Background: an optimization exercise with open tools, aiming at small area, a short achievable clock period and few clock cycles. Do not read the settings as production practice.
RTL that was checked went through simulation tests only; none was proved equivalent to the original.
Function not checked in run 1: the RTL went through the layout flow alone.
Power is estimated from default activity; no workload was simulated.

**config.mk**
```make
export PLATFORM = sky130hd
export DESIGN_NAME = tpu_top
export DESIGN_NICKNAME = tpu_top
export VERILOG_FILES = /design/flow/design.v
export SDC_FILE = /design/flow/constraint.sdc
export NUM_CORES = 8
export LEC_CHECK = 0
export ABC_CLOCK_PERIOD_IN_PS = 3500
export CAP_MARGIN = 20
export CORE_MARGIN = 2
export CORE_UTILIZATION = 50
export SETUP_SLACK_MARGIN = 5
export SLEW_MARGIN = 20
```
**constraint.sdc**
```tcl
create_clock -name core_clock -period 9.0 [get_ports {clk}]
set_input_delay 1.8000 -clock core_clock [delete_from_list [all_inputs] [get_ports {clk}]]
set_output_delay 1.8000 -clock core_clock [all_outputs]
set_load 0.01 [all_outputs]
```
**design.v**
```verilog
module addr_sel (
	input clk,
	input srstn,
	input [5:0] cnt_nx_a,
	input [5:0] cnt,
	output [9:0] sram_raddr_w0,
	output [9:0] sram_raddr_w1,
	output [9:0] sram_raddr_d0,
	output [9:0] sram_raddr_d1
);
reg [5:0] a1;
always @(posedge clk)
	if (~srstn) a1 <= 6'd60;
	else a1 <= cnt_nx_a - 6'd4;
assign sram_raddr_w0 = {4'd0, cnt};
assign sram_raddr_d0 = {4'd0, cnt};
assign sram_raddr_w1 = {4'd0, a1};
assign sram_raddr_d1 = {4'd0, a1};
endmodule
module quantize (
	input  [8*38-1:0] row_acc,
	output reg [8*16-1:0] quantized_data
);
integer i;
reg [18:0] v;
always @(*) begin
	for (i = 0; i < 8; i = i + 1) begin
		v = row_acc[38*i +: 19] + row_acc[38*i+19 +: 19];
		if (v[18:15] == 4'b0000 || v[18:15] == 4'b1111)
			quantized_data[16*i +: 16] = v[15:0];
		else
			quantized_data[16*i +: 16] = v[18] ? 16'h8000 : 16'h7fff;
	end
end
endmodule
module systolic (
	input clk,
	input srstn,
	input go,                               
	input [31:0] sram_rdata_w0,
	input [31:0] sram_rdata_w1,
	input [31:0] sram_rdata_d0,
	input [31:0] sram_rdata_d1,
	output [8*38-1:0] row_acc               
);
reg [7:0] dq [0:7][0:7];                    
reg [7:0] clr [0:7];                        
reg [7:0] wq [0:7][0:7];                    
wire [37:0] acc [0:7][0:7];
integer i, j;
always @(posedge clk) begin
	for (i = 0; i < 4; i = i + 1) begin
		dq[i][0]   <= sram_rdata_d0[31-8*i -: 8];
		dq[i+4][0] <= sram_rdata_d1[31-8*i -: 8];
		wq[0][i]   <= sram_rdata_w0[31-8*i -: 8];
		wq[0][i+4] <= sram_rdata_w1[31-8*i -: 8];
	end
	for (i = 0; i < 8; i = i + 1)
		if (~srstn)
			clr[i] <= 8'd1 << ((14 - i) % 8);
		else if (go)
			clr[i] <= {clr[i][6:0], clr[i][7]};
	for (i = 0; i < 8; i = i + 1)
		for (j = 1; j < 8; j = j + 1) begin
			dq[i][j] <= dq[i][j-1];
			wq[j][i] <= wq[j-1][i];
		end
end
genvar gi, gj;
generate
	for (gi = 0; gi < 8; gi = gi + 1) begin : r
		for (gj = 0; gj < 8; gj = gj + 1) begin : c
			pe pe (
				.clk(clk),
				.clr(clr[gi][gj]),
				.x(dq[gi][gj]),
				.y(wq[gi][gj]),
				.acc(acc[gi][gj])
			);
		end
		reg [37:0] m;
		always @(*) begin
			m = 38'd0;
			for (j = 0; j < 8; j = j + 1)
				m = m | ({38{clr[gi][j]}} & acc[gi][j]);
		end
		assign row_acc[38*gi +: 38] = m;
	end
endgenerate
endmodule
module pe (
	input clk,
	input clr,
	input [7:0] x,
	input [7:0] y,
	output [37:0] acc                       
);
reg [18:0] as_q, ac_q;
wire [18:0] ns, nc;
wire [18:0] as_in = clr ? 19'h40800 : as_q;
wire [18:0] ac_in = clr ? 19'h00000 : ac_q;
pe_tree t (.x(x), .y(y), .as(as_in), .ac(ac_in), .ns(ns), .nc(nc));
always @(posedge clk) begin
	as_q <= ns;
	ac_q <= nc;
end
assign acc = {ac_q, as_q};
endmodule
module pe_tree (
	input  [7:0]  x,
	input  [7:0]  y,
	input  [18:0] as,
	input  [18:0] ac,
	output [18:0] ns,
	output [18:0] nc
);
wire p0_0, p0_1, p0_2, p0_3, p0_4, p0_5, p0_6, p0_7, p1_0, p1_1, p1_2, p1_3, p1_4, p1_5, p1_6, p1_7, p2_0, p2_1, p2_2, p2_3, p2_4, p2_5, p2_6, p2_7, p3_0, p3_1, p3_2, p3_3, p3_4, p3_5, p3_6, p3_7, p4_0, p4_1, p4_2, p4_3, p4_4, p4_5, p4_6, p4_7, p5_0, p5_1, p5_2, p5_3, p5_4, p5_5, p5_6, p5_7, p6_0, p6_1, p6_2, p6_3, p6_4, p6_5, p6_6, p6_7, p7_0, p7_1, p7_2, p7_3, p7_4, p7_5, p7_6, p7_7, s0, c0, s1, c1, s2, c2, s3, c3, s4, c4, s5, c5, s6, c6, s7, c7, s8, c8, s9, c9, s10, c10, s11, c11, s12, c12, s13, c13, s14, c14, s15, c15, s16, c16, s17, c17, s18, c18, s19, c19, s20, c20, s21, c21, s22, c22, s23, c23, s24, c24, s25, c25, s26, c26, s27, c27, s28, c28, s29, c29, s30, c30, s31, c31, s32, c32, s33, c33, s34, c34, s35, c35, s36, c36, s37, c37, s38, c38, s39, c39, s40, c40, s41, c41, s42, c42, s43, c43, s44, c44, s45, c45, s46, c46, s47, c47, s48, c48, s49, c49, s50, c50, s51, c51, s52, c52, s53, c53, s54, c54, s55, c55, s56, c56, s57, c57, s58, c58, s59, c59, s60, c60, s61, c61, s62, c62, s63, c63, s64, c64, s65, c65, s66, c66, s67, c67, s68, c68, s69, c69, s70, c70, s71, c71, s72, c72, s73, c73, s74;
assign p0_0 = x[0] & y[0];
assign p0_1 = x[0] & y[1];
assign p0_2 = x[0] & y[2];
assign p0_3 = x[0] & y[3];
assign p0_4 = x[0] & y[4];
assign p0_5 = x[0] & y[5];
assign p0_6 = x[0] & y[6];
assign p0_7 = ~(x[0] & y[7]);
assign p1_0 = x[1] & y[0];
assign p1_1 = x[1] & y[1];
assign p1_2 = x[1] & y[2];
assign p1_3 = x[1] & y[3];
assign p1_4 = x[1] & y[4];
assign p1_5 = x[1] & y[5];
assign p1_6 = x[1] & y[6];
assign p1_7 = ~(x[1] & y[7]);
assign p2_0 = x[2] & y[0];
assign p2_1 = x[2] & y[1];
assign p2_2 = x[2] & y[2];
assign p2_3 = x[2] & y[3];
assign p2_4 = x[2] & y[4];
assign p2_5 = x[2] & y[5];
assign p2_6 = x[2] & y[6];
assign p2_7 = ~(x[2] & y[7]);
assign p3_0 = x[3] & y[0];
assign p3_1 = x[3] & y[1];
assign p3_2 = x[3] & y[2];
assign p3_3 = x[3] & y[3];
assign p3_4 = x[3] & y[4];
assign p3_5 = x[3] & y[5];
assign p3_6 = x[3] & y[6];
assign p3_7 = ~(x[3] & y[7]);
assign p4_0 = x[4] & y[0];
assign p4_1 = x[4] & y[1];
assign p4_2 = x[4] & y[2];
assign p4_3 = x[4] & y[3];
assign p4_4 = x[4] & y[4];
assign p4_5 = x[4] & y[5];
assign p4_6 = x[4] & y[6];
assign p4_7 = ~(x[4] & y[7]);
assign p5_0 = x[5] & y[0];
assign p5_1 = x[5] & y[1];
assign p5_2 = x[5] & y[2];
assign p5_3 = x[5] & y[3];
assign p5_4 = x[5] & y[4];
assign p5_5 = x[5] & y[5];
assign p5_6 = x[5] & y[6];
assign p5_7 = ~(x[5] & y[7]);
assign p6_0 = x[6] & y[0];
assign p6_1 = x[6] & y[1];
assign p6_2 = x[6] & y[2];
assign p6_3 = x[6] & y[3];
assign p6_4 = x[6] & y[4];
assign p6_5 = x[6] & y[5];
assign p6_6 = x[6] & y[6];
assign p6_7 = ~(x[6] & y[7]);
assign p7_0 = ~(x[7] & y[0]);
assign p7_1 = ~(x[7] & y[1]);
assign p7_2 = ~(x[7] & y[2]);
assign p7_3 = ~(x[7] & y[3]);
assign p7_4 = ~(x[7] & y[4]);
assign p7_5 = ~(x[7] & y[5]);
assign p7_6 = ~(x[7] & y[6]);
assign p7_7 = x[7] & y[7];
assign s0 = p0_7 ^ p1_6;
assign c0 = p0_7 & p1_6;
assign s1 = p1_7 ^ p2_6;
assign c1 = p1_7 & p2_6;
assign s2 = p0_4 ^ p1_3;
assign c2 = p0_4 & p1_3;
assign s3 = p0_5 ^ p1_4 ^ p2_3;
assign c3 = (p0_5 & p1_4) | (p0_5 & p2_3) | (p1_4 & p2_3);
assign s4 = p3_2 ^ p4_1;
assign c4 = p3_2 & p4_1;
assign s5 = p0_6 ^ p1_5 ^ p2_4;
assign c5 = (p0_6 & p1_5) | (p0_6 & p2_4) | (p1_5 & p2_4);
assign s6 = p3_3 ^ p4_2 ^ p5_1;
assign c6 = (p3_3 & p4_2) | (p3_3 & p5_1) | (p4_2 & p5_1);
assign s7 = p6_0 ^ as[6];
assign c7 = p6_0 & as[6];
assign s8 = s0 ^ p2_5 ^ p3_4;
assign c8 = (s0 & p2_5) | (s0 & p3_4) | (p2_5 & p3_4);
assign s9 = p4_3 ^ p5_2 ^ p6_1;
assign c9 = (p4_3 & p5_2) | (p4_3 & p6_1) | (p5_2 & p6_1);
assign s10 = p7_0 ^ as[7] ^ ac[7];
assign c10 = (p7_0 & as[7]) | (p7_0 & ac[7]) | (as[7] & ac[7]);
assign s11 = s1 ^ p3_5 ^ p4_4;
assign c11 = (s1 & p3_5) | (s1 & p4_4) | (p3_5 & p4_4);
assign s12 = p5_3 ^ p6_2 ^ p7_1;
assign c12 = (p5_3 & p6_2) | (p5_3 & p7_1) | (p6_2 & p7_1);
assign s13 = as[8] ^ ac[8] ^ c0;
assign c13 = (as[8] & ac[8]) | (as[8] & c0) | (ac[8] & c0);
assign s14 = p2_7 ^ p3_6 ^ p4_5;
assign c14 = (p2_7 & p3_6) | (p2_7 & p4_5) | (p3_6 & p4_5);
assign s15 = p5_4 ^ p6_3 ^ p7_2;
assign c15 = (p5_4 & p6_3) | (p5_4 & p7_2) | (p6_3 & p7_2);
assign s16 = as[9] ^ ac[9] ^ c1;
assign c16 = (as[9] & ac[9]) | (as[9] & c1) | (ac[9] & c1);
assign s17 = p3_7 ^ p4_6 ^ p5_5;
assign c17 = (p3_7 & p4_6) | (p3_7 & p5_5) | (p4_6 & p5_5);
assign s18 = p6_4 ^ p7_3 ^ as[10];
assign c18 = (p6_4 & p7_3) | (p6_4 & as[10]) | (p7_3 & as[10]);
assign s19 = p4_7 ^ p5_6 ^ p6_5;
assign c19 = (p4_7 & p5_6) | (p4_7 & p6_5) | (p5_6 & p6_5);
assign s20 = p0_2 ^ p1_1;
assign c20 = p0_2 & p1_1;
assign s21 = p0_3 ^ p1_2 ^ p2_1;
assign c21 = (p0_3 & p1_2) | (p0_3 & p2_1) | (p1_2 & p2_1);
assign s22 = p3_0 ^ as[3];
assign c22 = p3_0 & as[3];
assign s23 = s2 ^ p2_2 ^ p3_1;
assign c23 = (s2 & p2_2) | (s2 & p3_1) | (p2_2 & p3_1);
assign s24 = p4_0 ^ as[4] ^ ac[4];
assign c24 = (p4_0 & as[4]) | (p4_0 & ac[4]) | (as[4] & ac[4]);
assign s25 = s3 ^ s4 ^ p5_0;
assign c25 = (s3 & s4) | (s3 & p5_0) | (s4 & p5_0);
assign s26 = as[5] ^ ac[5] ^ c2;
assign c26 = (as[5] & ac[5]) | (as[5] & c2) | (ac[5] & c2);
assign s27 = s5 ^ s6 ^ s7;
assign c27 = (s5 & s6) | (s5 & s7) | (s6 & s7);
assign s28 = ac[6] ^ c3 ^ c4;
assign c28 = (ac[6] & c3) | (ac[6] & c4) | (c3 & c4);
assign s29 = s8 ^ s9 ^ s10;
assign c29 = (s8 & s9) | (s8 & s10) | (s9 & s10);
assign s30 = c5 ^ c6 ^ c7;
assign c30 = (c5 & c6) | (c5 & c7) | (c6 & c7);
assign s31 = s11 ^ s12 ^ s13;
assign c31 = (s11 & s12) | (s11 & s13) | (s12 & s13);
assign s32 = c8 ^ c9 ^ c10;
assign c32 = (c8 & c9) | (c8 & c10) | (c9 & c10);
assign s33 = s14 ^ s15 ^ s16;
assign c33 = (s14 & s15) | (s14 & s16) | (s15 & s16);
assign s34 = c11 ^ c12 ^ c13;
assign c34 = (c11 & c12) | (c11 & c13) | (c12 & c13);
assign s35 = s17 ^ s18 ^ ac[10];
assign c35 = (s17 & s18) | (s17 & ac[10]) | (s18 & ac[10]);
assign s36 = c14 ^ c15 ^ c16;
assign c36 = (c14 & c15) | (c14 & c16) | (c15 & c16);
assign s37 = s19 ^ p7_4 ^ as[11];
assign c37 = (s19 & p7_4) | (s19 & as[11]) | (p7_4 & as[11]);
assign s38 = ac[11] ^ c17 ^ c18;
assign c38 = (ac[11] & c17) | (ac[11] & c18) | (c17 & c18);
assign s39 = p5_7 ^ p6_6 ^ p7_5;
assign c39 = (p5_7 & p6_6) | (p5_7 & p7_5) | (p6_6 & p7_5);
assign s40 = as[12] ^ ac[12] ^ c19;
assign c40 = (as[12] & ac[12]) | (as[12] & c19) | (ac[12] & c19);
assign s41 = p6_7 ^ p7_6 ^ as[13];
assign c41 = (p6_7 & p7_6) | (p6_7 & as[13]) | (p7_6 & as[13]);
assign s42 = p0_1 ^ p1_0;
assign c42 = p0_1 & p1_0;
assign s43 = s20 ^ p2_0 ^ as[2];
assign c43 = (s20 & p2_0) | (s20 & as[2]) | (p2_0 & as[2]);
assign s44 = s21 ^ s22 ^ ac[3];
assign c44 = (s21 & s22) | (s21 & ac[3]) | (s22 & ac[3]);
assign s45 = s23 ^ s24 ^ c21;
assign c45 = (s23 & s24) | (s23 & c21) | (s24 & c21);
assign s46 = s25 ^ s26 ^ c23;
assign c46 = (s25 & s26) | (s25 & c23) | (s26 & c23);
assign s47 = s27 ^ s28 ^ c25;
assign c47 = (s27 & s28) | (s27 & c25) | (s28 & c25);
assign s48 = s29 ^ s30 ^ c27;
assign c48 = (s29 & s30) | (s29 & c27) | (s30 & c27);
assign s49 = s31 ^ s32 ^ c29;
assign c49 = (s31 & s32) | (s31 & c29) | (s32 & c29);
assign s50 = s33 ^ s34 ^ c31;
assign c50 = (s33 & s34) | (s33 & c31) | (s34 & c31);
assign s51 = s35 ^ s36 ^ c33;
assign c51 = (s35 & s36) | (s35 & c33) | (s36 & c33);
assign s52 = s37 ^ s38 ^ c35;
assign c52 = (s37 & s38) | (s37 & c35) | (s38 & c35);
assign s53 = s39 ^ s40 ^ c37;
assign c53 = (s39 & s40) | (s39 & c37) | (s40 & c37);
assign s54 = s41 ^ ac[13] ^ c39;
assign c54 = (s41 & ac[13]) | (s41 & c39) | (ac[13] & c39);
assign s55 = p7_7 ^ as[14] ^ ac[14];
assign c55 = (p7_7 & as[14]) | (p7_7 & ac[14]) | (as[14] & ac[14]);
assign s56 = p0_0 ^ as[0];
assign c56 = p0_0 & as[0];
assign s57 = s42 ^ as[1] ^ ac[1];
assign c57 = (s42 & as[1]) | (s42 & ac[1]) | (as[1] & ac[1]);
assign s58 = s43 ^ ac[2] ^ c42;
assign c58 = (s43 & ac[2]) | (s43 & c42) | (ac[2] & c42);
assign s59 = s44 ^ c20 ^ c43;
assign c59 = (s44 & c20) | (s44 & c43) | (c20 & c43);
assign s60 = s45 ^ c22 ^ c44;
assign c60 = (s45 & c22) | (s45 & c44) | (c22 & c44);
assign s61 = s46 ^ c24 ^ c45;
assign c61 = (s46 & c24) | (s46 & c45) | (c24 & c45);
assign s62 = s47 ^ c26 ^ c46;
assign c62 = (s47 & c26) | (s47 & c46) | (c26 & c46);
assign s63 = s48 ^ c28 ^ c47;
assign c63 = (s48 & c28) | (s48 & c47) | (c28 & c47);
assign s64 = s49 ^ c30 ^ c48;
assign c64 = (s49 & c30) | (s49 & c48) | (c30 & c48);
assign s65 = s50 ^ c32 ^ c49;
assign c65 = (s50 & c32) | (s50 & c49) | (c32 & c49);
assign s66 = s51 ^ c34 ^ c50;
assign c66 = (s51 & c34) | (s51 & c50) | (c34 & c50);
assign s67 = s52 ^ c36 ^ c51;
assign c67 = (s52 & c36) | (s52 & c51) | (c36 & c51);
assign s68 = s53 ^ c38 ^ c52;
assign c68 = (s53 & c38) | (s53 & c52) | (c38 & c52);
assign s69 = s54 ^ c40 ^ c53;
assign c69 = (s54 & c40) | (s54 & c53) | (c40 & c53);
assign s70 = s55 ^ c41 ^ c54;
assign c70 = (s55 & c41) | (s55 & c54) | (c41 & c54);
assign s71 = as[15] ^ ac[15] ^ c55;
assign c71 = (as[15] & ac[15]) | (as[15] & c55) | (ac[15] & c55);
assign s72 = as[16] ^ ac[16];
assign c72 = as[16] & ac[16];
assign s73 = as[17] ^ ac[17];
assign c73 = as[17] & ac[17];
assign s74 = as[18] ^ ac[18];
assign ns[0] = s56;
assign nc[0] = ac[0];
assign ns[1] = s57;
assign nc[1] = c56;
assign ns[2] = s58;
assign nc[2] = c57;
assign ns[3] = s59;
assign nc[3] = c58;
assign ns[4] = s60;
assign nc[4] = c59;
assign ns[5] = s61;
assign nc[5] = c60;
assign ns[6] = s62;
assign nc[6] = c61;
assign ns[7] = s63;
assign nc[7] = c62;
assign ns[8] = s64;
assign nc[8] = c63;
assign ns[9] = s65;
assign nc[9] = c64;
assign ns[10] = s66;
assign nc[10] = c65;
assign ns[11] = s67;
assign nc[11] = c66;
assign ns[12] = s68;
assign nc[12] = c67;
assign ns[13] = s69;
assign nc[13] = c68;
assign ns[14] = s70;
assign nc[14] = c69;
assign ns[15] = s71;
assign nc[15] = c70;
assign ns[16] = s72;
assign nc[16] = c71;
assign ns[17] = s73;
assign nc[17] = c72;
assign ns[18] = s74;
assign nc[18] = c73;
endmodule
module systolic_controll (
	input clk,
	input srstn,
	input tpu_start,
	output reg [5:0] cnt,
	output go,
	output [5:0] cnt_nx,
	output reg [7:0] clrg,
	output [7:0] kn_oh,
	output [2:0] kn,
	output [2:0] wr_new,
	output [2:0] wr_old,
	output reg tpu_done
);
reg running;
assign cnt_nx = (running | tpu_start) ? ((cnt == 6'd41) ? 6'd0 : cnt + 6'd1) : 6'd0;
wire [5:0] u = cnt - 6'd11;
wire [2:0] g_nx = cnt_nx[2:0] + 3'd6;
always @(posedge clk) begin
	if (~srstn) begin
		cnt <= 6'd0;
		running <= 1'b0;
		tpu_done <= 1'b0;
	end else begin
		cnt <= cnt_nx;
		running <= (running | tpu_start) & (cnt != 6'd41);
		tpu_done <= running & (cnt == 6'd41);
	end
	clrg <= 8'd1 << g_nx;
end
assign kn = u[2:0];
assign go = running | tpu_start;
assign kn_oh = {clrg[0], clrg[7:1]};
wire new_ok = running && cnt >= 6'd11 && cnt <= 6'd34;
wire old_ok = running && cnt >= 6'd19 && cnt <= 6'd41 && u[2:0] != 3'd7;
wire [1:0] sn = u[4:3];
assign wr_new = new_ok ? (3'b001 << sn) : 3'b000;
assign wr_old = old_ok ? (3'b001 << (sn - 2'd1)) : 3'b000;
endmodule
module write_out (
	input clk,
	input srstn,
	input [8*16-1:0] quantized_data,
	input [7:0] kn_oh,                      
	input [2:0] wr_new,                     
	input [2:0] wr_old,                     
	input [2:0] kn,
	output sram_write_enable_a0,
	output [127:0] sram_wdata_a,
	output [5:0] sram_waddr_a,
	output sram_write_enable_b0,
	output [127:0] sram_wdata_b,
	output [5:0] sram_waddr_b,
	output sram_write_enable_c0,
	output [127:0] sram_wdata_c,
	output [5:0] sram_waddr_c
);
reg [15:0] r [0:7];
reg [127:0] wa_q, wb_q, wc_q;
reg [2:0] we_q, old_q;
reg [2:0] kn_q;
reg [127:0] nw, ow;
reg le;
integer i, q;
always @(*) begin
	for (i = 0; i < 8; i = i + 1) begin
		le = 1'b0;
		for (q = i; q < 8; q = q + 1) le = le | kn_oh[q];
		nw[16*(7-i) +: 16] = le ? r[i] : 16'd0;
	end
	for (q = 0; q < 8; q = q + 1) begin
		ow[16*q +: 16] = 16'd0;
		for (i = 8 - q; i < 8; i = i + 1)
			ow[16*q +: 16] = ow[16*q +: 16] | ({16{kn_oh[i+q-8]}} & r[i]);
	end
end
always @(posedge clk) begin
	for (i = 0; i < 8; i = i + 1)
		r[i] <= quantized_data[16*i +: 16];
	wa_q <= wr_new[0] ? nw : ow;
	wb_q <= wr_new[1] ? nw : ow;
	wc_q <= wr_new[2] ? nw : ow;
	old_q <= wr_old;
	kn_q <= kn;
	if (~srstn)
		we_q <= 3'b111;
	else
		we_q <= ~(wr_new | wr_old);
end
assign sram_write_enable_a0 = we_q[0];
assign sram_write_enable_b0 = we_q[1];
assign sram_write_enable_c0 = we_q[2];
assign sram_wdata_a = wa_q;
assign sram_wdata_b = wb_q;
assign sram_wdata_c = wc_q;
assign sram_waddr_a = {2'b00, old_q[0], kn_q};
assign sram_waddr_b = {2'b00, old_q[1], kn_q};
assign sram_waddr_c = {2'b00, old_q[2], kn_q};
endmodule
module tpu_top#(
	parameter ARRAY_SIZE = 8,
	parameter SRAM_DATA_WIDTH = 32,
	parameter DATA_WIDTH = 8,
	parameter OUTPUT_DATA_WIDTH = 16
)
(
	input clk,
	input srstn,
	input tpu_start,
	input [SRAM_DATA_WIDTH-1:0] sram_rdata_w0,
	input [SRAM_DATA_WIDTH-1:0] sram_rdata_w1,
	input [SRAM_DATA_WIDTH-1:0] sram_rdata_d0,
	input [SRAM_DATA_WIDTH-1:0] sram_rdata_d1,
	output [9:0] sram_raddr_w0,
	output [9:0] sram_raddr_w1,
	output [9:0] sram_raddr_d0,
	output [9:0] sram_raddr_d1,
	output sram_write_enable_a0,
	output [ARRAY_SIZE*OUTPUT_DATA_WIDTH-1:0] sram_wdata_a,
	output [5:0] sram_waddr_a,
	output sram_write_enable_b0,
	output [ARRAY_SIZE*OUTPUT_DATA_WIDTH-1:0] sram_wdata_b,
	output [5:0] sram_waddr_b,
	output sram_write_enable_c0,
	output [ARRAY_SIZE*OUTPUT_DATA_WIDTH-1:0] sram_wdata_c,
	output [5:0] sram_waddr_c,
	output tpu_done
);
wire [5:0] cnt, cnt_nx;
wire go;
wire [7:0] clrg, kn_oh;
wire [2:0] kn, wr_new, wr_old;
wire [8*38-1:0] row_acc;
wire [8*16-1:0] quantized_data;
systolic_controll systolic_controll (
	.clk(clk), .srstn(srstn), .tpu_start(tpu_start),
	.cnt(cnt), .go(go), .cnt_nx(cnt_nx), .clrg(clrg), .kn_oh(kn_oh), .kn(kn),
	.wr_new(wr_new), .wr_old(wr_old), .tpu_done(tpu_done)
);
addr_sel addr_sel (
	.clk(clk), .srstn(srstn), .cnt_nx_a(cnt_nx), .cnt(cnt),
	.sram_raddr_w0(sram_raddr_w0), .sram_raddr_w1(sram_raddr_w1),
	.sram_raddr_d0(sram_raddr_d0), .sram_raddr_d1(sram_raddr_d1)
);
systolic systolic (
	.clk(clk), .srstn(srstn), .go(go),
	.sram_rdata_w0(sram_rdata_w0), .sram_rdata_w1(sram_rdata_w1),
	.sram_rdata_d0(sram_rdata_d0), .sram_rdata_d1(sram_rdata_d1),
	.row_acc(row_acc)
);
quantize quantize (.row_acc(row_acc), .quantized_data(quantized_data));
write_out write_out (
	.clk(clk), .srstn(srstn), .quantized_data(quantized_data),
	.kn_oh(kn_oh), .wr_new(wr_new), .wr_old(wr_old), .kn(kn),
	.sram_write_enable_a0(sram_write_enable_a0), .sram_wdata_a(sram_wdata_a), .sram_waddr_a(sram_waddr_a),
	.sram_write_enable_b0(sram_write_enable_b0), .sram_wdata_b(sram_wdata_b), .sram_waddr_b(sram_waddr_b),
	.sram_write_enable_c0(sram_write_enable_c0), .sram_wdata_c(sram_wdata_c), .sram_waddr_c(sram_waddr_c)
);
endmodule
```
**run.sh**
```bash
#!/bin/bash
# synth_recipe.tcl (not shown) runs the flow's synth.tcl, then flattens the netlist and writes it again
# the make line also repeats each setting of config.mk as NAME=value (left out here)
make -C /OpenROAD-flow-scripts/flow DESIGN_CONFIG=/design/flow/config.mk WORK_HOME=/design/flow/orfs CLKGATE_MAP_FILE= SYNTH_SCRIPT=/design/flow/synth_recipe.tcl finish
```
==> key figures, run 1 <==
Synth
  • Average size of a mapped cell: 10.7 µm²
  • Number of distinct library cells after synthesis: 68
  • Multiplexer fraction of the synthesized cell area: less than 1%
  • Cells taking the most area after synthesis: sky130_fd_sc_hd__fa_1, sky130_fd_sc_hd__dfxtp_1, sky130_fd_sc_hd__and2_1
  • Main combinational cell family by area after synthesis: adder cells
  • Library cell occupying the most area in the post-synthesis netlist: sky130_fd_sc_hd__fa_1
  • Count of flip-flops with a built-in enable after synthesis: 0
  • Cell area after technology mapping: 247000 µm²
  • XOR/XNOR Fraction of Synth Area: less than 1%
  • Gate count of the mapped netlist: 23100
  • Area fraction in and, or, nand and nor cells after synthesis: 17.0%
  • Top-area cell type share of the netlist area: 32.8%
  • Yosys warns: 13
  • Ys async rst share: 0%
  • Most common flop cell mapped by yosys: sky130_fd_sc_hd__dfxtp_1
  • Flops & latches, synth: approximately 4000
  • Compound-cell area share of the yosys netlist: 6.50%
  • Portion of the post-synthesis area used by sequential elements: 32.4%
  • Share of synthesized cell area in full adder, half adder and majority cells: 37.0%

Clock tree
  • Worst-case clock buffer depth: 4
  • Sink Count: 3997
  • Number of levels in the clock H-tree: 5
  • Clock buffers created by TritonCTS: 450
  • Master cell of the clock root buffer: sky130_fd_sc_hd__clkbuf_16
  • TritonCTS clock tree: yes
  • Insertion delay of the later-clocked pin in the worst-skew pair: approximately 1.1 ns
  • Reg clk slew, reported paths: 0.06 ns
  • Number of hold buffers added after CTS: 0

STA
  • Setup_tns: 0 ns
  • Hold violation total from the final report: 0
  • Fmax: between 200 and 300 MHz
  • Final Max Tran Viols: 0
  • Crit path time final: around 3.9 ns
  • Final setup skew: ~0.085 ns
  • Actual transition at the worst max-transition pin: about 1.4 ns
  • Setup violations, final: 0
  • Post-route fraction of the period consumed by the critical path: 43.9%
  • Tightest slew margin relative to the limit: slightly above 4%
  • Unrepaired setup endpoints after global routing: true

Setup path
  • Critical Path Sink Type: output port
  • Reg-to-reg endpoint: write_out.r[0][3]
  • Worst setup path end: sram_wdata_a[111]
  • Data required time at the worst endpoint: ~7 ns
  • Peak fanout along the critical path: 1
  • Worst reg-to-reg setup slack: 5.09 ns
  • Startpoint kind of the worst setup timing path: register
  • Reg-to-Reg Start: systolic.clr[0][6]
  • Kind of cell adding the most delay to the critical path: buffers and inverters
  • Number of stages on the worst setup path: 1
  • Chain of cells forming the critical path: clkdlybuf4s50_1
  • Class of the most critical setup path: register to output port
  • Reg2reg path depth: 12
  • WP data arrival: approximately 2.2 ns
  • Cell type of the slowest stage on the worst timing path: sky130_fd_sc_hd__clkdlybuf4s50_1
  • Launching element of the worst setup path: write_out.wa_q[111]
  • CP max stage delay: 0.60 ns
  • Total buffers and inverters traversed by the critical path: 1

Power and ir drop
  • Portion of total power attributed to sequential cells: 34.9%
  • Total power per unit cell area: 345 nW/µm²
  • Cell leakage power: 125 nW
  • Design internal power: 54.8 mW
  • Gate power share: 44.0%
  • Switching component of the power: 40.5 mW
  • Clk network pwr share: 21.2%
  • Fraction of power spent switching nets: 42.5%
  • Peak supply drop: 0.252 mV

Floorplan
  • Area of the die: roughly 500000 µm²
  • Placement Rows: 258
  • Top Ports: 577
  • Floorplan core area: 493000 µm²
  • Vertical extent of the die: 707 µm
  • Die span in x: 707 µm
  • Effective utilization at floorplan: 50.1%

GRT
  • Global-route wire length before repair: about 1300 mm
  • Number of antenna violations at the first check in global routing: 126
  • GRT Resource Usage Total: between 30% and 40%
  • Via count of the first global-routing pass: approximately 180k
  • Total gr overflow: 0
  • Maximum number of pins on one net before global-route repair: 130

Routing
  • Antenna-violating nets left: 0
  • Number of detailed-routing iterations run before antenna repair: 9
  • Average routed wire per standard cell: slightly below 30 µm
  • Sum of routed wire length over all layers: around 890 mm
  • DRC violation count after routing: 0
  • Vias after detailed routing: 170000
  • Routed vias/inst: 5.57
  • Drt first-iter violations: 16400

Placement
  • # port buffers: 554
  • Cell count after placement: 29600
  • Estimated wirelength of the detail-placed design: 702 mm
  • Final estimated routing congestion in global placement: 0.998

Layout
  • Proportion of layout cells with a drive suffix above 1: 4.77%
  • Area growth from synthesis to layout: 11.9%
  • Number of inserted filler cells in the final layout: roughly 43000
  • Number of cells in the finished layout apart from fillers: 30500
  • Post-layout net count: 28600

Worst hold path
  • Hold crit path type: register to register

Outcome
  • Outcome: no timing/DRC/antenna violations

Run
  • Max Cap Violations: 0
==> through the flow <==
stage | setup WS (ns) | area [µm²] | hold WS [ns] | total power, mW | util (%)
after floorplan | 5.30 | 247000 | 0.393 | 56.8 | -
after global placement | 4.07 | 259000 | 0.470 | 73.2 | 52.5
after detailed placement | 4.11 | 259000 | 0.473 | 74.2 | 52.6
after CTS | 5.00 | 276000 | 0.477 | 95.2 | 55.9
after global routing | 4.96 | 276000 | 0.478 | 103 | 56.1
final | 5.05 | 276000 | 0.486 | 95.3 | 56.1
==> routing by layer <==
metal	GRT usage, %	part of all wire [%]	up-vias
li1	-	-	72600
met1	48.5	41	88100
met2	52.8	43	7559
met3	9.17	9.7	1630
met4	18.4	6.1	34
met5	0	0.079	-
==> cell usage after synthesis (12+ instances only) <==
library cell / number
sky130_fd_sc_hd__a211oi_1: 23
sky130_fd_sc_hd__a221oi_1: 25
sky130_fd_sc_hd__inv_1: 3306
sky130_fd_sc_hd__o21ai_0: 149
sky130_fd_sc_hd__and3_1: 30
sky130_fd_sc_hd__a21o_1: 57
sky130_fd_sc_hd__a21boi_0: 57
sky130_fd_sc_hd__o211ai_1: 12
sky130_fd_sc_hd__nand2b_1: 850
sky130_fd_sc_hd__fa_1: 4040
sky130_fd_sc_hd__a222oi_1: 32
sky130_fd_sc_hd__and2_1: 2634
sky130_fd_sc_hd__xor2_1: 70
sky130_fd_sc_hd__nor2_1: 381
sky130_fd_sc_hd__ha_1: 845
sky130_fd_sc_hd__a22oi_1: 1299
sky130_fd_sc_hd__nor2b_1: 1433
sky130_fd_sc_hd__nand4_1: 313
sky130_fd_sc_hd__nand2_1: 1796
sky130_fd_sc_hd__nand3_1: 114
sky130_fd_sc_hd__buf_1: 102
sky130_fd_sc_hd__buf_4: 42
sky130_fd_sc_hd__clkbuf_1: 647
sky130_fd_sc_hd__a21oi_1: 545
sky130_fd_sc_hd__a22o_1: 26
sky130_fd_sc_hd__nor3_1: 22
sky130_fd_sc_hd__dfxtp_1: 3997
sky130_fd_sc_hd__a31oi_1: 12
sky130_fd_sc_hd__xnor2_1: 124
sky130_fd_sc_hd__o21a_1: 32
==> flip-flops by register name, summed over array words and instances, names as in the netlist <==
| register | flops |
|---|---|
| write_out.we_q | 3 |
| write_out.kn_q | 3 |
| systolic.clr | 64 |
| systolic_controll.tpu_done | 1 |
| systolic.dq | 512 |
| write_out.old_q | 3 |
| write_out.wa_q | 128 |
| write_out.wb_q | 128 |
| systolic_controll.running | 1 |
| write_out.r | 128 |
| systolic.wq | 512 |
| write_out.wc_q | 128 |
| systolic.r.c.pe.as_q | 1216 |
| addr_sel.a1 | 4 |
| systolic.r.c.pe.ac_q | 1152 |
| systolic_controll.clrg | 8 |
| systolic_controll.cnt | 6 |
==> cells in the final DEF (no fill, tap or decap), drive strengths merged, types with 30 or more instances in the layout <==
cell type,n
a21boi,57
a21o,57
a21oi,545
a222oi,32
a22oi,1299
and2,2634
and3,30
buf,177
bufinv,64
clkbuf,595
clkdlybuf4s50,547
clkinv,125
clkinvlp,45
dfxtp,3997
diode,65
fa,4040
ha,845
inv,3319
nand2,1796
nand2b,850
nand3,114
nand4,313
nor2,381
nor2b,1433
o21a,32
o21ai,154
xnor2,124
xor2,70
==> worst min path at each step <==
stage,slack (ns),to,from,cells after the start
final,0.49,systolic.r[0].c[6].pe.as_q[18],systolic.r[0].c[6].pe.ac_q[18],2
after global routing,0.48,systolic.dq[38][2],systolic.dq[37][2],0
after CTS,0.48,systolic.r[0].c[5].pe.as_q[18],systolic.r[0].c[5].pe.ac_q[18],2
after detailed placement,0.47,systolic.dq[37][7],systolic.dq[36][7],0
after global placement,0.47,systolic.r[3].c[7].pe.as_q[18],systolic.r[3].c[7].pe.ac_q[18],2
after floorplan,0.39,systolic.dq[10][4],systolic.dq[9][4],0
==> final cells by class <==
type / count / area (µm²) / area share [%]
diodes: 65 / 163 / 0.0589
clock buffers: 591 / 12700 / 4.60
clock inverters: 247 / 3520 / 1.28
inverters: 3306 / 12400 / 4.49
multi-input cells: 15100 / 152000 / 54.9
flip-flops and latches: 3997 / 80300 / 29.1
well taps: 6500 / 8130 / 2.94
repair buffers: 734 / 7400 / 2.68
==> kinds of logic (layout without fill, tap and decap cells) <==
family	after synthesis	in the layout
buffers and inverters	4111	4878
XOR/XNOR	194	194
flip-flops	3997	3997
AO/OA/AOI/OAI	2343	2343
AND/OR/NAND/NOR	7607	7607
adder cells (fa/ha/maj)	4885	4885
multiplexers	2	2
other	1	87
==> power by group through the flow <==
stage                     Combinational [mW]  Clock (mW)  Sequential, mW
after floorplan                         29.5           0            27.3
after global placement                  40.0           0            33.3
after detailed placement                41.2           0            33.0
after CTS                               42.0        20.4            32.8
after global routing                    48.8        21.1            33.2
final                                   41.9        20.1            33.2
==> what timing repair did <==
| action | 4_1_cts | 5_1_grt |
|---|---|---|
| endpoints found under the setup margin | 300 | 228 |
| buffers inserted | 4 | 12 |
| pin swaps | 5 | 9 |
| gates resized for setup | 146 | 106 |
==> run 2: changes to the inputs <==
--- a/design.v
+++ b/design.v
@@ -37,4 +37,3 @@
 	input clk,
-	input srstn,
-	input go,                               
+	input [7:0] clrg,                       
 	input [31:0] sram_rdata_w0,
@@ -46,3 +45,2 @@
 reg [7:0] dq [0:7][0:7];                    
-reg [7:0] clr [0:7];                        
 reg [7:0] wq [0:7][0:7];                    
@@ -58,7 +56,2 @@
 	for (i = 0; i < 8; i = i + 1)
-		if (~srstn)
-			clr[i] <= 8'd1 << ((14 - i) % 8);
-		else if (go)
-			clr[i] <= {clr[i][6:0], clr[i][7]};
-	for (i = 0; i < 8; i = i + 1)
 		for (j = 1; j < 8; j = j + 1) begin
@@ -74,3 +67,3 @@
 				.clk(clk),
-				.clr(clr[gi][gj]),
+				.clr(clrg[(gi+gj)%8]),
 				.x(dq[gi][gj]),
@@ -84,3 +77,3 @@
 			for (j = 0; j < 8; j = j + 1)
-				m = m | ({38{clr[gi][j]}} & acc[gi][j]);
+				m = m | ({38{clrg[(gi+j)%8]}} & acc[gi][j]);
 		end
@@ -374,3 +367,2 @@
 	output reg [5:0] cnt,
-	output go,
 	output [5:0] cnt_nx,
@@ -400,3 +392,2 @@
 assign kn = u[2:0];
-assign go = running | tpu_start;
 assign kn_oh = {clrg[0], clrg[7:1]};
@@ -427,4 +418,4 @@
 reg [15:0] r [0:7];
-reg [127:0] wa_q, wb_q, wc_q;
-reg [2:0] we_q, old_q;
+reg [127:0] on_q, oo_q;
+reg [2:0] we_q, seln_q, old_q;
 reg [2:0] kn_q;
@@ -448,5 +439,5 @@
 		r[i] <= quantized_data[16*i +: 16];
-	wa_q <= wr_new[0] ? nw : ow;
-	wb_q <= wr_new[1] ? nw : ow;
-	wc_q <= wr_new[2] ? nw : ow;
+	on_q <= nw;
+	oo_q <= ow;
+	seln_q <= wr_new;
 	old_q <= wr_old;
@@ -461,5 +452,5 @@
 assign sram_write_enable_c0 = we_q[2];
-assign sram_wdata_a = wa_q;
-assign sram_wdata_b = wb_q;
-assign sram_wdata_c = wc_q;
+assign sram_wdata_a = seln_q[0] ? on_q : oo_q;
+assign sram_wdata_b = seln_q[1] ? on_q : oo_q;
+assign sram_wdata_c = seln_q[2] ? on_q : oo_q;
 assign sram_waddr_a = {2'b00, old_q[0], kn_q};
@@ -498,3 +489,2 @@
 wire [5:0] cnt, cnt_nx;
-wire go;
 wire [7:0] clrg, kn_oh;
@@ -505,3 +495,3 @@
 	.clk(clk), .srstn(srstn), .tpu_start(tpu_start),
-	.cnt(cnt), .go(go), .cnt_nx(cnt_nx), .clrg(clrg), .kn_oh(kn_oh), .kn(kn),
+	.cnt(cnt), .cnt_nx(cnt_nx), .clrg(clrg), .kn_oh(kn_oh), .kn(kn),
 	.wr_new(wr_new), .wr_old(wr_old), .tpu_done(tpu_done)
@@ -514,3 +504,3 @@
 systolic systolic (
-	.clk(clk), .srstn(srstn), .go(go),
+	.clk(clk), .clrg(clrg),
 	.sram_rdata_w0(sram_rdata_w0), .sram_rdata_w1(sram_rdata_w1),
--- a/config.mk
+++ b/config.mk
@@ -7,7 +7,5 @@
 export LEC_CHECK = 0
-export ABC_CLOCK_PERIOD_IN_PS = 3500
 export CAP_MARGIN = 20
 export CORE_MARGIN = 2
-export CORE_UTILIZATION = 50
-export SETUP_SLACK_MARGIN = 5
+export CORE_UTILIZATION = 40
 export SLEW_MARGIN = 20
==> key figures, run 2 <==
Synth
  • Multiplexer fraction of the synthesized cell area: 1.57% (+1.6 points)
  • Average size of a mapped cell: 10.9 µm² (+1.9%)
  • Library cell occupying the most area in the post-synthesis netlist: sky130_fd_sc_hd__fa_1
  • Library cell with the highest instance count after synthesis: sky130_fd_sc_hd__fa_1
  • Most common flop cell mapped by yosys: sky130_fd_sc_hd__dfxtp_1
  • Top-area cell type share of the netlist area: 33.3% (+0.50 points)
  • Share of synthesized cell area in full adder, half adder and majority cells: 37.6% (+0.56 points)
  • Yosys warns: 11 (-2)
  • Flops & latches, synth: 3792 (-5.1%)
  • Area fraction in and, or, nand and nor cells after synthesis: 16.9% (-0.072 points)
  • Portion of the post-synthesis area used by sequential elements: 31.2% (-1.2 points)
  • Cell area after technology mapping: 243000 µm² (-1.5%)
  • Ys async rst share: 0% (unchanged)
  • Number of distinct library cells after synthesis: 89 (+31%)
  • Count of flip-flops with a built-in enable after synthesis: 0 (unchanged)
  • Main combinational cell family by area after synthesis: adder cells
  • Gate count of the mapped netlist: 22400 (-3.3%)
  • Cells taking the most area after synthesis: sky130_fd_sc_hd__fa_1, sky130_fd_sc_hd__dfxtp_1, sky130_fd_sc_hd__and2_1
  • Compound-cell area share of the yosys netlist: 5.66% (-0.85 points)
  • XOR/XNOR Fraction of Synth Area: 0.717% (+0.028 points)
  • Commonest cells in the netlist: sky130_fd_sc_hd__fa_1, sky130_fd_sc_hd__dfxtp_1, sky130_fd_sc_hd__inv_1

Floorplan
  • Die span in x: 784 µm (+11%)
  • Area of the die: 614000 µm² (+23%)
  • Top Ports: 577 (unchanged)
  • Vertical extent of the die: 784 µm (+11%)
  • Effective utilization at floorplan: 40.1% (-10 points)
  • Floorplan core area: 606000 µm² (+23%)
  • Placement Rows: 286 (+11%)

Placement
  • Cell Area, Placed: 258000 µm² (-0.52%)
  • Final estimated routing congestion in global placement: 0.959 (-3.9%)
  • # port buffers: 554 (unchanged)
  • Estimated wirelength of the detail-placed design: 678 mm (-3.3%)

Setup path
  • Worst reg-to-reg setup slack: 3.73 ns (-1.36 ns)
  • Total buffers and inverters traversed by the critical path: 3 (+2)
  • Startpoint kind of the worst setup timing path: register
  • Class of the most critical setup path: register to output port
  • Cell type of the slowest stage on the worst timing path: sky130_fd_sc_hd__dfxtp_4
  • Critical Path Sink Type: output port
  • Top cell by count, worst path: sky130_fd_sc_hd__buf_4
  • WP data arrival: 4.38 ns (+2.23 ns)
  • CP max stage delay: 0.85 ns (+0.25 ns)
  • Data required time at the worst endpoint: 7.20 ns (about the same)
  • Kind of cell adding the most delay to the critical path: buffers and inverters
  • Chain of cells forming the critical path: buf_4 > buf_4 > mux2_2 > clkdlybuf4s50_1
  • Peak fanout along the critical path: 51 (+50)

Layout
  • Most common cell after layout, fill and taps aside: sky130_fd_sc_hd__fa_1
  • Registers with the most flip-flops: systolic.r.c.pe.as_q (1216), systolic.r.c.pe.ac_q (1152)
  • Flip-flop count of the largest register after layout: 1216 (unchanged)
  • Area growth from synthesis to layout: 12.8%
  • Post-layout net count: 27900 (-2.5%)
  • Biggest register: systolic.r.c.pe.as_q
  • Most frequent cells in the layout: sky130_fd_sc_hd__fa_1, sky130_fd_sc_hd__dfxtp_1, sky130_fd_sc_hd__inv_1, sky130_fd_sc_hd__and2_1, sky130_fd_sc_hd__nand2_1
  • Proportion of layout cells with a drive suffix above 1: 5.62% (+0.85 points)
  • Finished Core Util: 45.2% (-11 points)
  • Final instance area: 274000 µm² (-0.75%)

Routing
  • Vias after detailed routing: 165000 (-2.9%)
  • DRC violation count after routing: 0 (unchanged)
  • Average routed wire per standard cell: 27.0 µm (-7.5%)
  • Routed vias/inst: 5.21 (-6.5%)
  • Sum of routed wire length over all layers: 853 mm (-4.0%)
  • Drt first-iter violations: 13300 (-19%)
  • Number of detailed-routing iterations run before antenna repair: 8 (-1)
  • Antenna-violating nets left: 0 (unchanged)

STA
  • Setup_tns: 0 ns (unchanged)
  • Final setup skew: 0.110 ns (+0.0249 ns)
  • Crit path time final: 6.18 ns (+2.24 ns)
  • Actual transition at the worst max-transition pin: 1.32 ns (-0.117 ns)
  • Tightest slew margin relative to the limit: 11.9% (+7.8 points)
  • Unrepaired setup endpoints after global routing: false
  • Hold violation total from the final report: 0 (unchanged)
  • Fmax: 162 MHz (-36%)
  • Setup violations, final: 0 (unchanged)
  • Min Hold Slack: 0.446 ns (-0.0401 ns)
  • Post-route fraction of the period consumed by the critical path: 68.7% (+25 points)
  • Final Max Tran Viols: 0 (unchanged)

Clock tree
  • Reg clk slew, reported paths: 0.06 ns (about the same)
  • Buffers inserted by post-CTS timing repair: 0 (-4)
  • Sink Count: 3792 (-5.1%)
  • Clock buffers created by TritonCTS: 438 (-2.7%)
  • Post-CTS sizing: 0 (-100%)
  • TritonCTS clock tree: yes
  • Insertion delay of the later-clocked pin in the worst-skew pair: 1.11 ns (+0.04 ns)
  • Worst-case clock buffer depth: 4 (unchanged)
  • Number of hold buffers added after CTS: 0 (unchanged)
  • Master cell of the clock root buffer: sky130_fd_sc_hd__clkbuf_16
  • Number of levels in the clock H-tree: 5 (unchanged)

Power and ir drop
  • Peak supply drop: 0.207 mV (-18%)
  • Total power per unit cell area: 343 nW/µm² (-0.58%)
  • Total design power: 94.0 mW (-1.3%)
  • Cell leakage power: 124 nW (-0.98%)

GRT
  • Total gr overflow: 0 (unchanged)
  • Maximum number of pins on one net before global-route repair: 149 (+15%)
  • Number of antenna violations at the first check in global routing: 192 (+52%)
  • Global-route wire length before repair: 1240 mm (-3.0%)
  • GRT Resource Usage Total: 27.8% (-7.9 points)
  • Via count of the first global-routing pass: 176000 (-0.092%)

Run
  • Max Cap Violations: 0 (unchanged)

Outcome
  • Outcome: no timing/DRC/antenna violations

Worst hold path
  • Hold crit path type: register to register
run 2: worst paths after layout:
check	start	endpoint	cells after the start
setup reg to reg	systolic_controll.clrg[2]	write_out.r[6][8]	13
hold / removal	write_out.r[0][15]	write_out.on_q[127]	1
hold reg to reg	write_out.r[0][15]	write_out.on_q[127]	1
setup / recovery	write_out.seln_q[1]	sram_wdata_b[80]	4
run 2: cells by family after synthesis:
family,after synthesis
AND/OR/NAND/NOR,7281
adder cells (fa/ha/maj),4885
other,1
multiplexers,340
flip-flops,3792
buffers and inverters,4006
XOR/XNOR,199
AO/OA/AOI/OAI,1863
run 2: per-layer routing:
metal / wire, µm / track usage [%]
met3: 70600 / 6.63
met2: 378000 / 42.5
met1: 343000 / 36.0
met5: 433 / 0
met4: 61200 / 16.4
run 2: power by group:
part           leakage, nW  internal (mW)  switching (mW)
sequential            31.8           23.8            7.69
clock                 7.66           11.6            8.07
combinational         84.2           18.8            24.1
total                  124           54.1            39.9
run 2: through the flow:
stage / cells / worst slack (ns)
3_3_place_gp: 30500 / 3.80
2_1_floorplan: 22400 / 4.84
4_1_cts: 31300 / 2.69
6_report: 31600 / 2.82
5_1_grt: 31500 / 2.67
3_5_place_dp: 30500 / 3.80
run 2: cell type report:
type | instances | area [µm²]
inverter | 3310 | 12400
antenna | 370 | 926
timing repair buffer | 707 | 6980
clock buffer | 584 | 12400
sequential | 3792 | 76000
clock inverter | 221 | 3320
tap | 8064 | 10100
multi-input combinational | 14600 | 152000
fill | 56700 | 332000
Testbench counts of run 2, summed over its fixed seeds: cycles 5,624.
==> run 3: changes to the inputs <==
--- a/design.v
+++ b/design.v
@@ -1,6 +1,4 @@
 module addr_sel (
-	input clk,
-	input srstn,
-	input [5:0] cnt_nx_a,
-	input [5:0] cnt,
+	input [5:0] addr0,
+	input [5:0] addr1,
 	output [9:0] sram_raddr_w0,
@@ -10,13 +8,9 @@
 );
-reg [5:0] a1;
-always @(posedge clk)
-	if (~srstn) a1 <= 6'd60;
-	else a1 <= cnt_nx_a - 6'd4;
-assign sram_raddr_w0 = {4'd0, cnt};
-assign sram_raddr_d0 = {4'd0, cnt};
-assign sram_raddr_w1 = {4'd0, a1};
-assign sram_raddr_d1 = {4'd0, a1};
+assign sram_raddr_w0 = {4'd0, addr0};
+assign sram_raddr_d0 = {4'd0, addr0};
+assign sram_raddr_w1 = {4'd0, addr1};
+assign sram_raddr_d1 = {4'd0, addr1};
 endmodule
 module quantize (
-	input  [8*38-1:0] row_acc,
+	input  [8*19-1:0] row_sum,
 	output reg [8*16-1:0] quantized_data
@@ -27,3 +21,3 @@
 	for (i = 0; i < 8; i = i + 1) begin
-		v = row_acc[38*i +: 19] + row_acc[38*i+19 +: 19];
+		v = row_sum[19*i +: 19];
 		if (v[18:15] == 4'b0000 || v[18:15] == 4'b1111)
@@ -37,3 +31,4 @@
 	input clk,
-	input [7:0] clrg,                       
+	input srstn,
+	input go,                               
 	input [31:0] sram_rdata_w0,
@@ -44,15 +39,36 @@
 );
-reg [7:0] dq [0:7][0:7];                    
-reg [7:0] wq [0:7][0:7];                    
+reg [7:0] dq [0:7][1:7];                    
+reg [7:0] wq [1:7][0:7];                    
+reg [7:0] clr [0:7];                        
+reg [7:0] sel [0:7];                        
+wire [7:0] d0 [0:7];                        
+wire [7:0] w0 [0:7];                        
+wire [7:0] xin [0:7][0:7];                  
+wire [7:0] yin [0:7][0:7];
 wire [37:0] acc [0:7][0:7];
 integer i, j;
+genvar gi, gj;
+generate
+	for (gi = 0; gi < 4; gi = gi + 1) begin : in
+		assign d0[gi]   = sram_rdata_d0[31-8*gi -: 8];
+		assign d0[gi+4] = sram_rdata_d1[31-8*gi -: 8];
+		assign w0[gi]   = sram_rdata_w0[31-8*gi -: 8];
+		assign w0[gi+4] = sram_rdata_w1[31-8*gi -: 8];
+	end
+endgenerate
 always @(posedge clk) begin
-	for (i = 0; i < 4; i = i + 1) begin
-		dq[i][0]   <= sram_rdata_d0[31-8*i -: 8];
-		dq[i+4][0] <= sram_rdata_d1[31-8*i -: 8];
-		wq[0][i]   <= sram_rdata_w0[31-8*i -: 8];
-		wq[0][i+4] <= sram_rdata_w1[31-8*i -: 8];
+	for (i = 0; i < 8; i = i + 1) begin
+		dq[i][1] <= ~d0[i];
+		wq[1][i] <= ~w0[i];
 	end
 	for (i = 0; i < 8; i = i + 1)
-		for (j = 1; j < 8; j = j + 1) begin
+		if (~srstn) begin
+			clr[i] <= 8'd1 << ((15 - i) % 8);
+			sel[i] <= 8'd1 << ((15 - i) % 8);
+		end else if (go) begin
+			clr[i] <= {clr[i][6:0], clr[i][7]};
+			sel[i] <= {sel[i][6:0], sel[i][7]};
+		end
+	for (i = 0; i < 8; i = i + 1)
+		for (j = 2; j < 8; j = j + 1) begin
 			dq[i][j] <= dq[i][j-1];
@@ -61,3 +77,2 @@
 end
-genvar gi, gj;
 generate
@@ -65,7 +80,17 @@
 		for (gj = 0; gj < 8; gj = gj + 1) begin : c
-			pe pe (
+			if (gj == 0) begin : x0
+				assign xin[gi][gj] = d0[gi];
+			end else begin : xq
+				assign xin[gi][gj] = dq[gi][gj];
+			end
+			if (gi == 0) begin : y0
+				assign yin[gi][gj] = w0[gj];
+			end else begin : yq
+				assign yin[gi][gj] = wq[gi][gj];
+			end
+			pe #(.XN(gj != 0), .YN(gi != 0)) pe (
 				.clk(clk),
-				.clr(clrg[(gi+gj)%8]),
-				.x(dq[gi][gj]),
-				.y(wq[gi][gj]),
+				.clr(clr[gi][gj]),
+				.x(xin[gi][gj]),
+				.y(yin[gi][gj]),
 				.acc(acc[gi][gj])
@@ -77,3 +102,3 @@
 			for (j = 0; j < 8; j = j + 1)
-				m = m | ({38{clrg[(gi+j)%8]}} & acc[gi][j]);
+				m = m | ({38{sel[gi][j]}} & acc[gi][j]);
 		end
@@ -83,3 +108,6 @@
 endmodule
-module pe (
+module pe #(
+	parameter XN = 0,                       
+	parameter YN = 0                        
+) (
 	input clk,
@@ -94,3 +122,5 @@
 wire [18:0] ac_in = clr ? 19'h00000 : ac_q;
-pe_tree t (.x(x), .y(y), .as(as_in), .ac(ac_in), .ns(ns), .nc(nc));
+wire [7:0] xt = XN ? ~x : x;
+wire [7:0] yt = YN ? ~y : y;
+pe_tree t (.x(xt), .y(yt), .as(as_in), .ac(ac_in), .ns(ns), .nc(nc));
 always @(posedge clk) begin
@@ -286,4 +316,4 @@
 assign c55 = (p7_7 & as[14]) | (p7_7 & ac[14]) | (as[14] & ac[14]);
-assign s56 = p0_0 ^ as[0];
-assign c56 = p0_0 & as[0];
+assign s56 = p0_0 ^ as[0] ^ ac[0];
+assign c56 = (p0_0 & as[0]) | (p0_0 & ac[0]) | (as[0] & ac[0]);
 assign s57 = s42 ^ as[1] ^ ac[1];
@@ -324,3 +354,3 @@
 assign ns[0] = s56;
-assign nc[0] = ac[0];
+assign nc[0] = 1'b0;
 assign ns[1] = s57;
@@ -366,9 +396,9 @@
 	input tpu_start,
-	output reg [5:0] cnt,
-	output [5:0] cnt_nx,
-	output reg [7:0] clrg,
-	output [7:0] kn_oh,
-	output [2:0] kn,
-	output [2:0] wr_new,
-	output [2:0] wr_old,
+	output reg [5:0] addr0,                 
+	output reg [5:0] addr1,                 
+	output go,
+	output reg [7:0] kn_oh,                 
+	output reg [2:0] kn,
+	output reg [2:0] wr_new,                
+	output reg [2:0] wr_old,                
 	output reg tpu_done
@@ -376,24 +406,30 @@
 reg running;
-assign cnt_nx = (running | tpu_start) ? ((cnt == 6'd41) ? 6'd0 : cnt + 6'd1) : 6'd0;
-wire [5:0] u = cnt - 6'd11;
-wire [2:0] g_nx = cnt_nx[2:0] + 3'd6;
+reg [5:0] u;
+wire last = (u == 6'd30);
+assign go = running | tpu_start;
+wire step = go & ~last;
+wire [5:0] u_nx = step ? u + 6'd1 : 6'd54;
+wire new_nx = running && u_nx <= 6'd23;
+wire old_nx = running && u_nx >= 6'd8 && u_nx <= 6'd30 && u_nx[2:0] != 3'd7;
 always @(posedge clk) begin
 	if (~srstn) begin
-		cnt <= 6'd0;
+		addr0 <= 6'd0;
+		addr1 <= 6'd60;
+		u <= 6'd54;
 		running <= 1'b0;
 		tpu_done <= 1'b0;
+		wr_new <= 3'd0;
+		wr_old <= 3'd0;
 	end else begin
-		cnt <= cnt_nx;
-		running <= (running | tpu_start) & (cnt != 6'd41);
-		tpu_done <= running & (cnt == 6'd41);
+		addr0 <= u_nx + 6'd10;
+		addr1 <= u_nx + 6'd6;
+		u <= u_nx;
+		running <= step;
+		tpu_done <= running & last;
+		wr_new <= new_nx ? (3'b001 << u_nx[4:3]) : 3'b000;
+		wr_old <= old_nx ? (3'b001 << (u_nx[4:3] - 2'd1)) : 3'b000;
 	end
-	clrg <= 8'd1 << g_nx;
+	kn <= u_nx[2:0];
+	kn_oh <= 8'd1 << u_nx[2:0];
 end
-assign kn = u[2:0];
-assign kn_oh = {clrg[0], clrg[7:1]};
-wire new_ok = running && cnt >= 6'd11 && cnt <= 6'd34;
-wire old_ok = running && cnt >= 6'd19 && cnt <= 6'd41 && u[2:0] != 3'd7;
-wire [1:0] sn = u[4:3];
-assign wr_new = new_ok ? (3'b001 << sn) : 3'b000;
-assign wr_old = old_ok ? (3'b001 << (sn - 2'd1)) : 3'b000;
 endmodule
@@ -402,3 +438,3 @@
 	input srstn,
-	input [8*16-1:0] quantized_data,
+	input [8*38-1:0] row_acc,               
 	input [7:0] kn_oh,                      
@@ -417,9 +453,11 @@
 );
-reg [15:0] r [0:7];
-reg [127:0] on_q, oo_q;
-reg [2:0] we_q, seln_q, old_q;
-reg [2:0] kn_q;
+reg [8*19-1:0] r;
+wire [8*16-1:0] q;
+reg [127:0] wa_q, wb_q, wc_q;
+reg [2:0] we_q, old_q;
+reg [2:0] ka_q, kb_q, kc_q;                 
 reg [127:0] nw, ow;
 reg le;
-integer i, q;
+integer i, k;
+quantize quantize (.row_sum(r), .quantized_data(q));
 always @(*) begin
@@ -427,9 +465,9 @@
 		le = 1'b0;
-		for (q = i; q < 8; q = q + 1) le = le | kn_oh[q];
-		nw[16*(7-i) +: 16] = le ? r[i] : 16'd0;
+		for (k = i; k < 8; k = k + 1) le = le | kn_oh[k];
+		nw[16*(7-i) +: 16] = le ? q[16*i +: 16] : 16'd0;
 	end
-	for (q = 0; q < 8; q = q + 1) begin
-		ow[16*q +: 16] = 16'd0;
-		for (i = 8 - q; i < 8; i = i + 1)
-			ow[16*q +: 16] = ow[16*q +: 16] | ({16{kn_oh[i+q-8]}} & r[i]);
+	for (k = 0; k < 8; k = k + 1) begin
+		ow[16*k +: 16] = 16'd0;
+		for (i = 8 - k; i < 8; i = i + 1)
+			ow[16*k +: 16] = ow[16*k +: 16] | ({16{kn_oh[i+k-8]}} & q[16*i +: 16]);
 	end
@@ -438,8 +476,10 @@
 	for (i = 0; i < 8; i = i + 1)
-		r[i] <= quantized_data[16*i +: 16];
-	on_q <= nw;
-	oo_q <= ow;
-	seln_q <= wr_new;
+		r[19*i +: 19] <= row_acc[38*i +: 19] + row_acc[38*i+19 +: 19];
+	wa_q <= wr_new[0] ? nw : ow;
+	wb_q <= wr_new[1] ? nw : ow;
+	wc_q <= wr_new[2] ? nw : ow;
 	old_q <= wr_old;
-	kn_q <= kn;
+	if (wr_new[0] | wr_old[0]) ka_q <= kn;
+	if (wr_new[1] | wr_old[1]) kb_q <= kn;
+	if (wr_new[2] | wr_old[2]) kc_q <= kn;
 	if (~srstn)
@@ -452,8 +492,8 @@
 assign sram_write_enable_c0 = we_q[2];
-assign sram_wdata_a = seln_q[0] ? on_q : oo_q;
-assign sram_wdata_b = seln_q[1] ? on_q : oo_q;
-assign sram_wdata_c = seln_q[2] ? on_q : oo_q;
-assign sram_waddr_a = {2'b00, old_q[0], kn_q};
-assign sram_waddr_b = {2'b00, old_q[1], kn_q};
-assign sram_waddr_c = {2'b00, old_q[2], kn_q};
+assign sram_wdata_a = wa_q;
+assign sram_wdata_b = wb_q;
+assign sram_wdata_c = wc_q;
+assign sram_waddr_a = {2'b00, old_q[0], ka_q};
+assign sram_waddr_b = {2'b00, old_q[1], kb_q};
+assign sram_waddr_c = {2'b00, old_q[2], kc_q};
 endmodule
@@ -488,10 +528,10 @@
 );
-wire [5:0] cnt, cnt_nx;
-wire [7:0] clrg, kn_oh;
+wire [5:0] addr0, addr1;
+wire go;
+wire [7:0] kn_oh;
 wire [2:0] kn, wr_new, wr_old;
 wire [8*38-1:0] row_acc;
-wire [8*16-1:0] quantized_data;
 systolic_controll systolic_controll (
 	.clk(clk), .srstn(srstn), .tpu_start(tpu_start),
-	.cnt(cnt), .cnt_nx(cnt_nx), .clrg(clrg), .kn_oh(kn_oh), .kn(kn),
+	.addr0(addr0), .addr1(addr1), .go(go), .kn_oh(kn_oh), .kn(kn),
 	.wr_new(wr_new), .wr_old(wr_old), .tpu_done(tpu_done)
@@ -499,3 +539,3 @@
 addr_sel addr_sel (
-	.clk(clk), .srstn(srstn), .cnt_nx_a(cnt_nx), .cnt(cnt),
+	.addr0(addr0), .addr1(addr1),
 	.sram_raddr_w0(sram_raddr_w0), .sram_raddr_w1(sram_raddr_w1),
@@ -504,3 +544,3 @@
 systolic systolic (
-	.clk(clk), .clrg(clrg),
+	.clk(clk), .srstn(srstn), .go(go),
 	.sram_rdata_w0(sram_rdata_w0), .sram_rdata_w1(sram_rdata_w1),
@@ -509,5 +549,4 @@
 );
-quantize quantize (.row_acc(row_acc), .quantized_data(quantized_data));
 write_out write_out (
-	.clk(clk), .srstn(srstn), .quantized_data(quantized_data),
+	.clk(clk), .srstn(srstn), .row_acc(row_acc),
 	.kn_oh(kn_oh), .wr_new(wr_new), .wr_old(wr_old), .kn(kn),
==> flow/run.sh (new file) <==
#!/bin/bash
set -euo pipefail
bash standard.sh SYNTH_SCRIPT="$PWD/flow/synth_noabc.tcl" SETUP_SLACK_MARGIN=5.7 finish > make_finish.log 2>&1
==> flow/synth_noabc.tcl (new file) <==
# synth_recipe.tcl with one change: Yosys's synth runs its fine stage without
# its internal "abc -fast", so that ORFS's extract_fa sees the full adders as
# written in the RTL (abc -fast re-encodes their XORs with mixed polarities,
# which leaves inverters between the adder cells). Everything else, including
# the registers, is the standard synthesis.
proc synth {args} {
  if {[lsearch -exact $args "fine:"] >= 0} {
    yosys synth -nofsm -noshare -noabc {*}$args
  } else {
    yosys synth -nofsm -noshare {*}$args
  }
}
source $::env(SCRIPTS_DIR)/synth.tcl
# left out here: clear keep_hierarchy, flatten, clean up, hide names made inside functions, write 1_2_yosys.v
==> standard.sh (new file) <==
#!/bin/bash
# synth_recipe.tcl (not shown) runs the flow's synth.tcl, then flattens the netlist and writes it again
# the make line also repeats each setting of config.mk as NAME=value (left out here)
make -C /OpenROAD-flow-scripts/flow DESIGN_CONFIG=/design/flow/config.mk WORK_HOME=/design/flow/orfs CLKGATE_MAP_FILE= SYNTH_SCRIPT=/design/flow/synth_recipe.tcl "${@:-finish}"
--- a/config.mk
+++ b/config.mk
@@ -7,5 +7,10 @@
 export LEC_CHECK = 0
-export CAP_MARGIN = 20
+export ABC_CLOCK_PERIOD_IN_PS = 3500
+export CAP_MARGIN = 35
 export CORE_MARGIN = 2
-export CORE_UTILIZATION = 40
+export CORE_UTILIZATION = 60
+export CTS_CLUSTER_DIAMETER = 110
+export CTS_CLUSTER_SIZE = 22
+export SETUP_SLACK_MARGIN = 5
 export SLEW_MARGIN = 20
+export TNS_END_PERCENT = 10
removed: run.sh
==> key figures, run 3 <==
Layout
  • Biggest register: systolic.r.c.pe.as_q
  • Most frequent cells in the layout: sky130_fd_sc_hd__fa_1, sky130_fd_sc_hd__dfxtp_1, sky130_fd_sc_hd__nor2_1, sky130_fd_sc_hd__nor2b_1, sky130_fd_sc_hd__inv_1

Synth
  • Gate count of the mapped netlist: 22000 (-1.5%)
  • Top-area cell type share of the netlist area: 33.9% (+0.66 points)
  • Cell area after technology mapping: 238000 µm² (-1.9%)
  • Number of distinct library cells after synthesis: 76 (-15%)
  • Library cell occupying the most area in the post-synthesis netlist: sky130_fd_sc_hd__fa_1
  • Count of flip-flops with a built-in enable after synthesis: 9 (+9)

Outcome
  • Outcome: no timing/DRC/antenna violations

Setup path
  • WP data arrival: 4.44 ns (+0.06 ns)
  • Critical Path Sink Type: register
  • CP max stage delay: 0.53 ns (-0.32 ns)
  • Data required time at the worst endpoint: 9.81 ns (+2.61 ns)
  • Class of the most critical setup path: register to register

Power and ir drop
  • Total power per unit cell area: 333 nW/µm² (-3.0%)
  • Total design power: 86.4 mW (-8.1%)

GRT
  • Number of antenna violations at the first check in global routing: 119 (-38%)
  • GRT Resource Usage Total: 43.1% (+15 points)

STA
  • Fmax: 276 MHz (+71%)
  • Crit path time final: 3.62 ns (-2.56 ns)
  • Setup violations, final: 0 (unchanged)
  • Setup_tns: 0 ns (unchanged)
  • Final Worst Setup Slack: 5.38 ns (+2.56 ns)

Floorplan
  • Vertical extent of the die: 634 µm (-19%)
  • Die span in x: 634 µm (-19%)
  • Top Ports: 577 (unchanged)

Routing
  • Antenna-violating nets left: 0 (unchanged)
  • Vias after detailed routing: 168000 (+1.8%)
  • DRC violation count after routing: 0 (unchanged)

Clock tree
  • Sink Count: 3977 (+4.9%)
  • TritonCTS clock tree: yes
  • Insertion delay of the later-clocked pin in the worst-skew pair: 1.01 ns (-0.10 ns)
  • Master cell of the clock root buffer: sky130_fd_sc_hd__clkbuf_16

Placement
  • # port buffers: 554 (unchanged)
run 3: changes by cell type after synthesis, moves of 185 or more:
| cell | before | now |
|---|---|---|
| sky130_fd_sc_hd__a21oi_1 | 122 | 307 |
| sky130_fd_sc_hd__and2_1 | 2720 | 23 |
| sky130_fd_sc_hd__nor2_1 | 138 | 3653 |
| sky130_fd_sc_hd__inv_1 | 3310 | 1320 |
| sky130_fd_sc_hd__or2_2 | 1 | 699 |
| sky130_fd_sc_hd__nand2b_1 | 844 | 534 |
| sky130_fd_sc_hd__clkbuf_1 | 596 | 1116 |
| sky130_fd_sc_hd__mux2_2 | 336 | 6 |
| sky130_fd_sc_hd__nand2_1 | 1593 | 596 |
| sky130_fd_sc_hd__nor2b_1 | 1528 | 1935 |
run 3: kinds of logic (layout without fill, tap and decap cells):
logic type,count (synthesis),after routing,share of synthesized area (%)
simple gates,7970,7972,16.4
mux,18,18,0.0787
other cells,1,351,0.00157
compound gates,2336,2336,6.80
buf+inv,2645,2633,4.23
flops,3977,3977,33.4
xor+xnor,192,192,0.705
fa+ha+maj,4888,4888,38.4
run 3: layer usage:
layer,track usage [%],up-vias,wire [µm]
met1,56.2,86500,324000
met3,12.5,2125,94500
met4,27.1,28,66700
met2,63.3,9528,373000
met5,0,-,195
li1,-,69800,-
run 3: worst max-delay path: cells and delay by family (launching register included):
family | cells | cell delay (ns)
DFF | 1 | 0.42
adders and majority gates | 1 | 0.35
and+or+nand+nor | 1 | 0.26
buffers and inverters | 3 | 0.40
xor gates and xnor gates | 1 | 0.53
AOI/OAI and AO/OA | 6 | 1.48
run 3: layout make-up:
cell class,instances,area (µm²)
Multi-Input combinational cell,15400,151000
Fill cell,31700,136000
Sequential cell,3977,80000
Timing Repair Buffer,1009,9670
Tap cell,5242,6560
Inverter,1386,5980
Clock buffer,223,5320
Antenna cell,329,823
Clock inverter,14,166
Timing Repair inverter,1,5.00
run 3: path summary, 6_finish.rpt:
| check | start | depth (start not counted) | end |
|---|---|---|---|
| setup / recovery | systolic.sel[3][1] | 12 | write_out.r[73] |
| hold / removal | systolic_controll.wr_old[0] | 0 | write_out.old_q[0] |
| setup reg to reg | systolic.sel[3][1] | 12 | write_out.r[73] |
| hold reg to reg | systolic_controll.wr_old[0] | 0 | write_out.old_q[0] |
run 3: what timing repair did:
action	CTS	global route
setup endpoints to repair	1193	1202
buffers inserted	133	21
resized for setup	1812	280
cloned	7	0
pin swaps	173	59
run 3: metrics by stage:
| step | std cells | utilization (%) | cell area [µm²] | hold slack [ns] |
|---|---|---|---|---|
| after floorplan | 22000 | - | 240000 | 0.323 |
| after global placement | 26800 | 62.9 | 249000 | 0.365 |
| after detailed placement | 26900 | 63.1 | 250000 | 0.365 |
| after CTS | 27200 | 65.2 | 258000 | 0.388 |
| after global routing | 27600 | 65.6 | 260000 | 0.395 |
| final | 27600 | 65.7 | 260000 | 0.396 |
run 3: where the power goes:
group | internal [mW] | switching (mW) | total, mW
combinational | 19.3 | 25.1 | 44.4
clock | 4.25 | 6.17 | 10.4
sequential | 24.6 | 7.02 | 31.6
total | 48.1 | 38.3 | 86.4
Testbench counts of run 3, summed over its fixed seeds: cycles 5,496.

Setup slack of run 3, layout unchanged: 5.376 ns with ideal ports, 5.376 ns with driving cells assumed (clock clkbuf_16, inputs buf_2), 4.464 ns with port delays also shifted by the 1.097 ns mid clock arrival.
